Context: an optimization exercise on an open-source flow, tuned for small area, a short achievable clock period and few clock cycles per item. The choices shown serve that exercise and are no tape-out recipe. Where RTL was checked, it was by simulation tests only, not by an equivalence proof against the original. No functional check of the RTL was part of run 2.

## flow/config.mk

```make
export PLATFORM = sky130hd
export DESIGN_NAME = alu_top
export DESIGN_NICKNAME = alu_top
export VERILOG_FILES = /design/flow/design.v
export SDC_FILE = /design/flow/constraint.sdc
export NUM_CORES = 4
export LEC_CHECK = 0
export CAP_MARGIN = 20
export CORE_MARGIN = 2
export CORE_UTILIZATION = 40
export SLEW_MARGIN = 20
```

## flow/constraint.sdc

```tcl
create_clock -name core_clock -period 95.0 [get_ports {clk}]
set_input_delay 19.0000 -clock core_clock [delete_from_list [all_inputs] [get_ports {clk}]]
set_output_delay 19.0000 -clock core_clock [all_outputs]
set_load 0.01 [all_outputs]
```

## flow/design.v

```verilog
`timescale 1ns / 1ps
module ALU( a, b,opcode,mode,outALU,za ,zb ,eq,gt , lt); 
input [15:0] a ; 
input [15:0] b ; 
input [2:0] opcode; 
input mode; 
output [31:0] outALU; 
output za,zb,eq ,gt, lt ; 
reg [31:0] outALU;
reg za, zb, eq, gt, lt;
wire [31:0] outau; 
wire [31:0] outlu; 
wire tza,tzb,teq,tgt,tlt; 
arith a1(.a(a) ,.b(b),.opcode(opcode),.outau(outau));
logic_unit l1(.a(a),.b(b),.opcode(opcode),.outlu(outlu),.za(tza),.zb(tzb),.eq(teq),.gt(tgt),.lt(tlt));
always@(*)
begin
	if(mode == 0) begin
    outALU = outau;
	end
	else if (mode == 1) begin
	outALU = outlu;
	end
	else begin
	outALU = 32'h00000000;
	end
	za = tza;
	zb = tzb;
	eq = teq;
	gt = tgt;
	lt = tlt;
end
endmodule
module arith(a,b ,opcode,outau) ;
input [15:0] a; 
input [15:0] b; 
input [2:0] opcode; 
output [31:0] outau; 
reg [31:0] outau ; 
always @(*)
begin 
       case(opcode)
	   3'b000: outau = a+b; 
	   3'b001: outau = a*b;
	   3'b010: if(a>b) begin 
				outau = a-b;
			   end
			   else begin 
			    outau = b-a; 
			   end
	   3'b011: if(a>b) begin 
				outau = (b == 16'h0000) ? 32'h0000ffff : a/b; 
			   end
			   else begin 
			    outau = (a == 16'h0000) ? 32'h0000ffff : b/a ; 
			   end 
		default: outau = 32'h00000000;
		endcase
	end
endmodule
module logic_unit(a,b,opcode,outlu, za,zb ,eq,gt,lt ) ; 
input [15:0] a; 
input [15:0] b; 
input [2:0] opcode ; 
output [31:0] outlu; 
output za,zb,eq,gt,lt; 
reg[31:0] outlu ; 
reg za,zb,eq,gt,lt; 
always@(*)
begin 
    case(opcode) 
	3'b000: outlu = (a & b); 
	3'b001: outlu = (a | b); 
	3'b010: outlu = (~(a|b));
	3'b100: outlu = (~a);
	3'b101: outlu = (~b); 
	3'b110: outlu = (a^b); 
	3'b111: outlu = (~(a ^ b)); 
	default : outlu = 32'h00000000;
	endcase
end
always@(*)
begin
    if(a==b) begin 
	eq = 1; 
	end
	else begin 
	eq = 0; 
	end
	if(a > b) begin 
	gt =1 ;
	end
	else begin 
	gt =0 ;
    end
	if(a < b ) begin 
	lt =1; 
	end 
	else begin 
	lt =0; 
	end
	if(a == 16'h0000) begin 
	za = 1; 
	end
	else begin 
	za = 0;
	end
	if( b == 16'h0000) begin 
	zb = 1;
	end
	else begin 
	zb = 0; 
	end
end
endmodule
module alu_top (
    input             clk,
    input             rst,
    input             in_valid,
    output            in_ready,
    input      [15:0] a,
    input      [15:0] b,
    input      [2:0]  opcode,
    input             mode,
    output reg        out_valid,
    output reg [31:0] result,
    output reg        za,
    output reg        zb,
    output reg        eq,
    output reg        gt,
    output reg        lt
);
    reg        v_q;
    reg [15:0] a_q, b_q;
    reg [2:0]  op_q;
    reg        mode_q;
    wire [31:0] alu_out;
    wire        alu_za, alu_zb, alu_eq, alu_gt, alu_lt;
    assign in_ready = 1'b1;
    ALU u_alu (
        .a(a_q), .b(b_q), .opcode(op_q), .mode(mode_q),
        .outALU(alu_out), .za(alu_za), .zb(alu_zb),
        .eq(alu_eq), .gt(alu_gt), .lt(alu_lt)
    );
    always @(posedge clk) begin
        if (rst) begin
            v_q       <= 1'b0;
            out_valid <= 1'b0;
        end else begin
            v_q       <= in_valid;
            out_valid <= v_q;
        end
        if (in_valid) begin
            a_q    <= a;
            b_q    <= b;
            op_q   <= opcode;
            mode_q <= mode;
        end
        if (v_q) begin
            result <= alu_out;
            za     <= alu_za;
            zb     <= alu_zb;
            eq     <= alu_eq;
            gt     <= alu_gt;
            lt     <= alu_lt;
        end
    end
endmodule
```

## flow/run.sh

```bash
#!/bin/bash
# synth_recipe.tcl (not shown) runs the flow's synth.tcl, then flattens the netlist and writes it again
# the make line also repeats each setting of config.mk as NAME=value (left out here)
make -C /OpenROAD-flow-scripts/flow DESIGN_CONFIG=/design/flow/config.mk WORK_HOME=/design/flow/orfs CLKGATE_MAP_FILE= SYNTH_SCRIPT=/design/flow/synth_recipe.tcl finish
```

==> results of run 1 <==
[area by class of cell]
type	instances	area [um2]	share of cell area (%)
Timing Repair Buffer	356	2920	4.55
Sequential cell	75	2230	3.48
Clock inverter	7	71.3	0.111
Tap cell	1917	2400	3.74
Clock buffer	9	225	0.351
Multi-Input combinational cell	7250	54800	85.4
Inverter	404	1520	2.37
[per-stage QoR]
stage,TNS [ns],cell area (um2),hold WS (ns)
after floorplan,0,58400,0.716
after global routing,-0.560,64100,0.502
after CTS,0,62300,0.487
final,0,64100,0.483
after global placement,-5.57,61800,0.458
after detailed placement,-4.67,61900,0.481
[routing by layer]
metal	wire [um]	GRT usage [%]	up-vias	part of all wire, %
met5	59	0	-	0.026
met4	9450	11.1	10	4.2
met3	18300	4.59	532	8.2
met2	99600	46.8	2541	44
met1	96400	38.4	29907	43
li1	-	-	29813	-
[cell usage after synthesis (all sizes together) (61+ instances only)]
| library cell | instances | share of area [%] |
|---|---|---|
| ha | 958 | 21 |
| nor2 | 808 | 5.3 |
| nand2 | 788 | 5.1 |
| a21oi | 559 | 4.9 |
| nor3 | 442 | 3.9 |
| inv | 395 | 2.5 |
| o21a | 384 | 5.0 |
| o21ai | 367 | 3.2 |
| xnor2 | 246 | 3.7 |
| o31ai | 216 | 2.8 |
| fa | 197 | 6.8 |
| clkbuf | 189 | 1.2 |
| a21o | 171 | 2.2 |
| mux2 | 156 | 3.0 |
| xor2 | 149 | 2.2 |
| nand3 | 133 | 1.2 |
| or2 | 128 | 1.4 |
| nand2b | 102 | 1.1 |
| nor2b | 93 | 1.0 |
| buf | 91 | 0.75 |
| a211oi | 84 | 1.2 |
| nand4 | 83 | 0.91 |
| or3 | 78 | 0.86 |
| mux2i | 76 | 1.3 |
| and2 | 75 | 0.81 |
| edfxtp | 73 | 3.8 |
| o21bai | 68 | 0.88 |
| o211ai | 64 | 0.87 |
| o22ai | 63 | 0.69 |
| and3 | 61 | 0.67 |
[sequential cells by signal, summed over array words and instances, names as in the netlist]
| register | cells |
|---|---|
| b_q | 16 |
| op_q | 3 |
| lt | 1 |
| v_q | 1 |
| eq | 1 |
| zb | 1 |
| gt | 1 |
| mode_q | 1 |
| out_valid | 1 |
| a_q | 16 |
| result | 32 |
| za | 1 |
[cell families (layout without fill, tap and decap cells)]
kind of cell	Yosys count	in the layout	share of synthesized area, %
multiplexers	233	233	4.37
flip-flops	75	75	3.83
adder cells (fa/ha/maj)	1157	1157	27.4
buffers and inverters	684	776	4.58
XOR/XNOR	395	395	5.95
AO/OA/AOI/OAI	2466	2466	29.1
other	2	33	0.0129
AND/OR/NAND/NOR	2962	2966	24.7
[final timing paths]
path,from,slack (ns),end,cells past startpoint
setup / recovery,a_q[10]$_DFFE_PP_,4.85,result[0]$_DFFE_PP_,437
hold / removal,v_q$_SDFF_PP0_,0.48,out_valid$_SDFF_PP0_,1
setup reg to reg,a_q[10]$_DFFE_PP_,4.85,result[0]$_DFFE_PP_,437
hold reg to reg,v_q$_SDFF_PP0_,0.48,out_valid$_SDFF_PP0_,1
[what timing repair did]
action                                  CTS  global route
endpoints found under the setup margin    2             3
buffers inserted                          4            85
hold endpoints to repair                  0             0
pin swaps                                 2            51
gates cloned                              0             4
resized for setup                        38           260
[critical path, delay by kind of cell, from the launching register on]
family | cells | cell delay, ns
simple gates | 115 | 20.87
xor+xnor | 2 | 0.29
mux | 10 | 3.19
fa+ha+maj | 31 | 9.84
compound gates | 258 | 51.35
buf+inv | 21 | 3.59
flops | 1 | 0.56
==> results.json, run 1 <==
{
  "status": "timing/DRC/antenna clean",
  "stdcell_count": 10018,
  "post-place-cells": 9909,
  "postSynthAreaPerCell_um2": 7.30,
  "min_path_type": "reg2reg",
  "die_area_um2": 149000,
  "clock_sinks": 75,
  "synthCells": 7974,
  "layout_common_cells": "ha_1, nor2_1, nand2_1",
  "worstMarginPinSlew_ns": 1.20,
  "fp.dieH_um": 386,
  "slew_viol_final": 0,
  "vias_per_cell": 6.27,
  "path_max_fanout": 33,
  "track_usage_pct": 28.9,
  "yosys_warnings": 4,
  "place_ws_ns": -4.14,
  "arrival_ns": 90.33,
  "crit_type": "reg2reg",
  "yosysSeqAreaShare_pct": 3.83,
  "via_count": 62803,
  "ctsHoldBuffers": 0,
  "dr.pass1.iters": 8,
  "cts_max_level": 3,
  "initial_utilization_pct": 40.2,
  "grt_pass1_wl_um": 339000,
  "clk_pin_slew_ns": 0.10,
  "globalplace.congestion": 1.04,
  "postRouteWirelength_um": 224000,
  "post_synth_num_cell_types": 139,
  "pin_count": 78,
  "antenna_found_initial": 13,
  "io_buffers": 76,
  "async_flop_share_pct": 0,
  "final_common_cell": "ha_1",
  "cts_inserted_buffers": 9,
  "start_kind": "register",
  "drc": 0,
  "period_share_pct": 94.9,
  "hpwl_um": 172000,
  "avgRoutedWirePerCell_um": 22.3,
  "clkLatencyLatePin_ns": 0.45,
  "max_freq_mhz": 11.1,
  "netlist_area_um2": 58200,
  "first_global_vias": 58618,
  "synth_edf_count": 73,
  "gr-total-overflow": 0,
  "cp_slowest_cell": "or4b_1",
  "areaGrowthSynthToFinish_pct": 10.1,
  "cts_root_buf": "clkbuf_16",
  "die_w_um": 386,
  "grt_start_max_net_pins": 68,
  "cap_violations": 0,
  "critPathMaxStageDelay_ns": 0.68,
  "worst_clock_skew_ns": 0.0337,
  "post-route-util_pct": 44.2,
  "crit_path_end_kind": "register",
  "num-fill-cells": 14821,
  "fin_crit_ns": 90.15,
  "required_ns": 95.18,
  "max_slew_margin_pct": 19.4,
  "nets": 9290,
  "hold_viol": 0,
  "synth_seq_cells": 75,
  "setup_viol": 0,
  "cp_common_cell": "o21a_1",
  "synth_top_flop_cell": "edfxtp_1",
  "drive_gt1_share_pct": 11.8,
  "core-area_um2": 145000,
  "rows": 140,
  "cts_tree": "done",
  "cts_buffer_depth": 2,
  "postRouteAntennaNets": 0,
  "drtIter0Drc": 5468,
  "layout_setup_ws_ns": 4.85,
  "diodes": 0
}
Testbench counts, summed over its fixed seeds: cycles 16,008, items 16,000.
==> inputs of run 2 (changes only) <==
==> flow/design.v (replaced) <==
module div_step (
    input  [15:0] r_in,
    input         n_bit,
    input  [15:0] d,
    output [15:0] r_out,
    output        q
);
    wire [16:0] r2 = {r_in, n_bit};
    wire [17:0] t  = {1'b0, r2} - {2'b00, d};
    assign q     = ~t[17];
    assign r_out = q ? t[15:0] : r2[15:0];
endmodule
module alu_top (
    input             clk,
    input             rst,
    input             in_valid,
    output            in_ready,
    input      [15:0] a,
    input      [15:0] b,
    input      [2:0]  opcode,
    input             mode,
    output reg        out_valid,
    output reg [31:0] result,
    output reg        za,
    output reg        zb,
    output reg        eq,
    output reg        gt,
    output reg        lt
);
    reg        v1;
    reg [15:0] ra, rb;
    reg [2:0]  op;
    reg        md;
    reg [1:0]  cnt;
    reg        rdy;
    assign in_ready = rdy;
    wire is_mul = ~md & (op == 3'd1);
    wire is_div = ~md & (op == 3'd3);
    wire multi  = is_mul | is_div;
    wire first  = (cnt == 2'd0);
    wire last   = ~multi | (cnt == 2'd3);
    wire c_gt = ra > rb;
    wire c_eq = ra == rb;
    wire [15:0] nx = c_gt ? ra : rb;    
    wire [15:0] dx = c_gt ? rb : ra;    
    wire        sub = op[1];
    wire [16:0] as  = {1'b0, nx} + {1'b0, dx ^ {16{sub}}} + {16'd0, sub};
    reg [31:0] lres;
    always @(*) begin
        case (op)
            3'b000: lres = {16'h0000, ra & rb};
            3'b001: lres = {16'h0000, ra | rb};
            3'b010: lres = {16'hffff, ~(ra | rb)};
            3'b100: lres = {16'hffff, ~ra};
            3'b101: lres = {16'hffff, ~rb};
            3'b110: lres = {16'h0000, ra ^ rb};
            3'b111: lres = {16'hffff, ~(ra ^ rb)};
            default: lres = 32'h0;
        endcase
    end
    wire [15:0] acc  = first ? 16'd0 : result[31:16];
    wire [19:0] msum = {4'd0, acc} + ra * rb[3:0];
    wire [15:0] dd   = first ? dx : ra;           
    wire [15:0] nn   = first ? nx : result[15:0];  
    wire [15:0] r0   = first ? 16'd0 : rb;        
    wire [15:0] r1, r2, r3, r4;
    wire [3:0]  qb;
    div_step s0 (.r_in(r0), .n_bit(nn[15]), .d(dd), .r_out(r1), .q(qb[3]));
    div_step s1 (.r_in(r1), .n_bit(nn[14]), .d(dd), .r_out(r2), .q(qb[2]));
    div_step s2 (.r_in(r2), .n_bit(nn[13]), .d(dd), .r_out(r3), .q(qb[1]));
    div_step s3 (.r_in(r3), .n_bit(nn[12]), .d(dd), .r_out(r4), .q(qb[0]));
    reg [31:0] res_n;
    always @(*) begin
        if (md) res_n = lres;
        else case (op)
            3'b000, 3'b010: res_n = {15'd0, as[16] & ~sub, as[15:0]};
            3'b001: res_n = {msum, result[15:4]};
            3'b011: res_n = {16'd0, nn[11:0], qb};
            default: res_n = 32'h0;
        endcase
    end
    always @(posedge clk) begin
        if (rst) begin
            v1        <= 1'b0;
            rdy       <= 1'b1;
            cnt       <= 2'd0;
            out_valid <= 1'b0;
        end else begin
            out_valid <= v1 & last;
            if (v1 & ~last) begin
                cnt <= cnt + 2'd1;
                rdy <= (cnt == 2'd2);
            end else begin
                cnt <= 2'd0;
                v1  <= in_valid;
                rdy <= ~(in_valid & ~mode & opcode[0] & ~opcode[2]);
            end
        end
        if (rdy) begin
            ra <= a;
            rb <= b;
            op <= opcode;
            md <= mode;
        end else if (is_mul) begin
            rb <= {4'd0, rb[15:4]};
        end else if (is_div) begin
            ra <= dd;
            rb <= r4;
        end
        if (v1) begin
            result <= res_n;
            if (first) begin
                za <= ra == 16'd0;
                zb <= rb == 16'd0;
                eq <= c_eq;
                gt <= c_gt;
                lt <= ~c_gt & ~c_eq;
            end
        end
    end
endmodule
==> run 2 against run 1 <==
Compared with the run above: die area is 77% lower; sequential share of layout area increased by 12 points; non-clock buffer count is 250 lower; utilization grew 1.4 points; synthesized area is 78% lower; via count fell by 81%; critical path type is now reg2out.
==> results.json, run 2 <==
{
  "largest_reg_flops": 32,
  "synth_edf_count": 73,
  "hpwl_um": 34000,
  "reg2reg_slack_ns": 79.75,
  "final_common_cell": "nor2_1",
  "num-fill-cells": 3135,
  "grt_start_max_net_pins": 53,
  "synthCells": 1570,
  "synth_commonest_cells": "nor2_1, ha_1, nand2_1, inv_1, a21oi_1",
  "yosys_warnings": 1,
  "cts_buffer_depth": 2,
  "required_ns": 76.00,
  "synth_area_leaders": "edfxtp_1, ha_1, fa_1",
  "cts_tree": "done",
  "async_flop_share_pct": 0,
  "met2_usage_pct": 41.2,
  "fin_hold_ws_ns": 0.463,
  "synth_top_family_by_area": "compound AO/OA/AOI/OAI gates",
  "layout_common_cells": "nor2_1, ha_1, nand2_1",
  "arrival_ns": 1.36,
  "cts_max_level": 3,
  "hp-start": "cnt[0]$_SDFF_PP0_",
  "synthMuxAreaShare_pct": 8.14,
  "cts.repair.resized": 0,
  "slew_viol_final": 0,
  "io_buffers": 77,
  "status": "timing/DRC/antenna clean",
  "clkLatencyLatePin_ns": 0.37,
  "synth_most_common_cell": "nor2_1",
  "holdPathStages": 1,
  "initial_utilization_pct": 40.8,
  "ctsHoldBuffers": 0,
  "fin_tns_setup_ns": 0,
  "worst_clock_skew_ns": 0.0214,
  "synth-adder-area-share_pct": 22.6,
  "cts_setup_buffers": 0,
  "drc": 0,
  "stdcell_count": 2023,
  "drtIter0Drc": 1201,
  "critical-path-top-delay-family": "buffers and inverters",
  "worstMarginPinSlew_ns": 1.19,
  "postRouteAntennaNets": 0,
  "synth_simple_gate_area_share_pct": 16.7,
  "dr.pass1.iters": 5,
  "crit_path_end_kind": "output pin",
  "yosysSeqAreaShare_pct": 17.8,
  "path_buf_inv": 1,
  "top_usage_layer": "met2",
  "reg.largest.list": "result (32), ra (16), rb (16)",
  "drive_gt1_share_pct": 7.83,
  "areaGrowthSynthToFinish_pct": 11.8,
  "synth_seq_cells": 78,
  "pin_count": 78,
  "max_slew_margin_pct": 20.5,
  "hold_viol": 0,
  "vias_per_cell": 6.04,
  "min_delay_worst_endpoint": "cnt[0]$_SDFF_PP0_",
  "cts_root_buf": "clkbuf_16",
  "yosysTopAreaCell": "edfxtp_1",
  "min_path_type": "reg2reg",
  "via_count": 12227,
  "start_kind": "register",
  "synth_top_flop_cell": "edfxtp_1",
  "nets": 1858,
  "grt_util_met3_pct": 4.42,
  "track_usage_pct": 26.0,
  "r2r_start": "ra[15]$_DFFE_PP_",
  "synth_compound_area_share_pct": 23.0,
  "cp_slowest_cell": "clkdlybuf4s50_1",
  "post_synth_num_cell_types": 89,
  "diodes": 0,
  "rr_endpoint": "rb[0]$_DFFE_PP_",
  "met1_usage_pct": 35.0,
  "clock_sinks": 78,
  "crit_type": "reg2out",
  "antenna_found_initial": 0,
  "gr-total-overflow": 0,
  "crit_path_start": "result[12]$_DFFE_PP_",
  "synth.top_cell.area_share_pct": 17.0,
  "postSynthAreaPerCell_um2": 8.22,
  "netlist_area_um2": 12900,
  "cap_violations": 0,
  "setup_viol": 0,
  "cp_cell_sequence": "clkdlybuf4s50_1",
  "critPathMaxStageDelay_ns": 0.57,
  "avgRoutedWirePerCell_um": 21.5,
  "fin_crit_ns": 20.36,
  "first_global_vias": 11582,
  "die_area_um2": 33700,
  "grt_pass1_wl_um": 66900,
  "post-place-cells": 2007,
  "max_flop_register": "result",
  "clk_pin_slew_ns": 0.07,
  "die_w_um": 184,
  "globalplace.congestion": 0.944,
  "period_share_pct": 21.4,
  "grt_setup_unrepaired": "false",
  "reg2reg_depth": 49,
  "cts_inserted_buffers": 9,
  "path_max_fanout": 3,
  "postRouteWirelength_um": 43500,
  "rows": 65,
  "core-area_um2": 31600,
  "max_freq_mhz": 49.1,
  "synth_xor_area_share_pct": 5.57,
  "fp.dieH_um": 184
}
-- run 2: through the flow --
step	setup slack, ns	cell area, um2	util, %
final	74.64	14400	45.6
after global routing	74.59	14400	45.6
after CTS	74.62	14400	45.6
after detailed placement	74.66	14100	44.6
after floorplan	75.18	12900	-
after global placement	74.66	14100	44.6
-- run 2: cell type report --
type                    instances  area, um2  share of cell area [%]
well taps                     402        503                    3.49
repair buffers                106        988                    6.85
clock buffers                   9        225                    1.56
multi-input cells            1283       9820                    68.1
flip-flops and latches         78       2290                    15.9
inverters                     138        518                    3.59
clock inverters                 7       80.1                   0.555
-- run 2: how the worst max path moves through the flow --
stage	cells past startpoint	endpoint	slack, ns
after floorplan	4	rb[15]$_DFFE_PP_	75.18
after global placement	5	rb[15]$_DFFE_PP_	74.66
after detailed placement	5	rb[15]$_DFFE_PP_	74.66
after CTS	1	result[12]	74.62
after global routing	1	result[12]	74.59
final	1	result[12]	74.64
-- run 2: worst register-to-register path, delay by kind of cell (launching register included) --
family	cells	cell delay [ns]
AO/OA/AOI/OAI	22	6.98
AND/OR/NAND/NOR	15	3.51
adder cells (fa/ha/maj)	5	1.69
buffers and inverters	4	1.28
multiplexers	2	0.81
flip-flops	1	0.72
XOR/XNOR	1	0.11
-- run 2: routing by layer --
| layer | wire length (um) | up-vias |
|---|---|---|
| met1 | 19000 | 5850 |
| li1 | - | 5765 |
| met3 | 3310 | 86 |
| met4 | 1830 | 0 |
| met2 | 19400 | 526 |
| met5 | 0 | - |
-- run 2: kinds of logic (layout without fill, tap and decap cells) --
group | Yosys count | count (layout)
AND/OR/NAND/NOR | 461 | 461
AO/OA/AOI/OAI | 454 | 454
buffers and inverters | 209 | 260
adder cells (fa/ha/maj) | 204 | 204
XOR/XNOR | 82 | 82
multiplexers | 82 | 82
flip-flops | 78 | 78

## re-timing with driven ports
The results above use ideal ports. As a check the final layouts listed here were re-extracted and re-timed, cells and wires unchanged. Step 1, drivers: a clkbuf_16 drives clk and a buf_2 each remaining input, both assumed. Step 2 adds t to the input delays and takes it off the output delays; t is the mean of the earliest and latest rising clock arrival at the registers after step 1. Input paths then give back, and output paths get back, about the clock's delay inside the block. a / b / c = ideal ports / drivers / drivers and shift; a / b = the first two.
| run | t, ns | setup slack, ns | slew at the worst register clock pin (ns) |
|---|---|---|---|
| run 1 | 0.495 | 4.849 / 4.849 / 4.849 | 0.10 / 0.10 |
| run 2 | 0.403 | 74.645 / 74.600 / 74.675 | 0.09 / 0.09 |
After both steps every run listed still meets setup and hold.
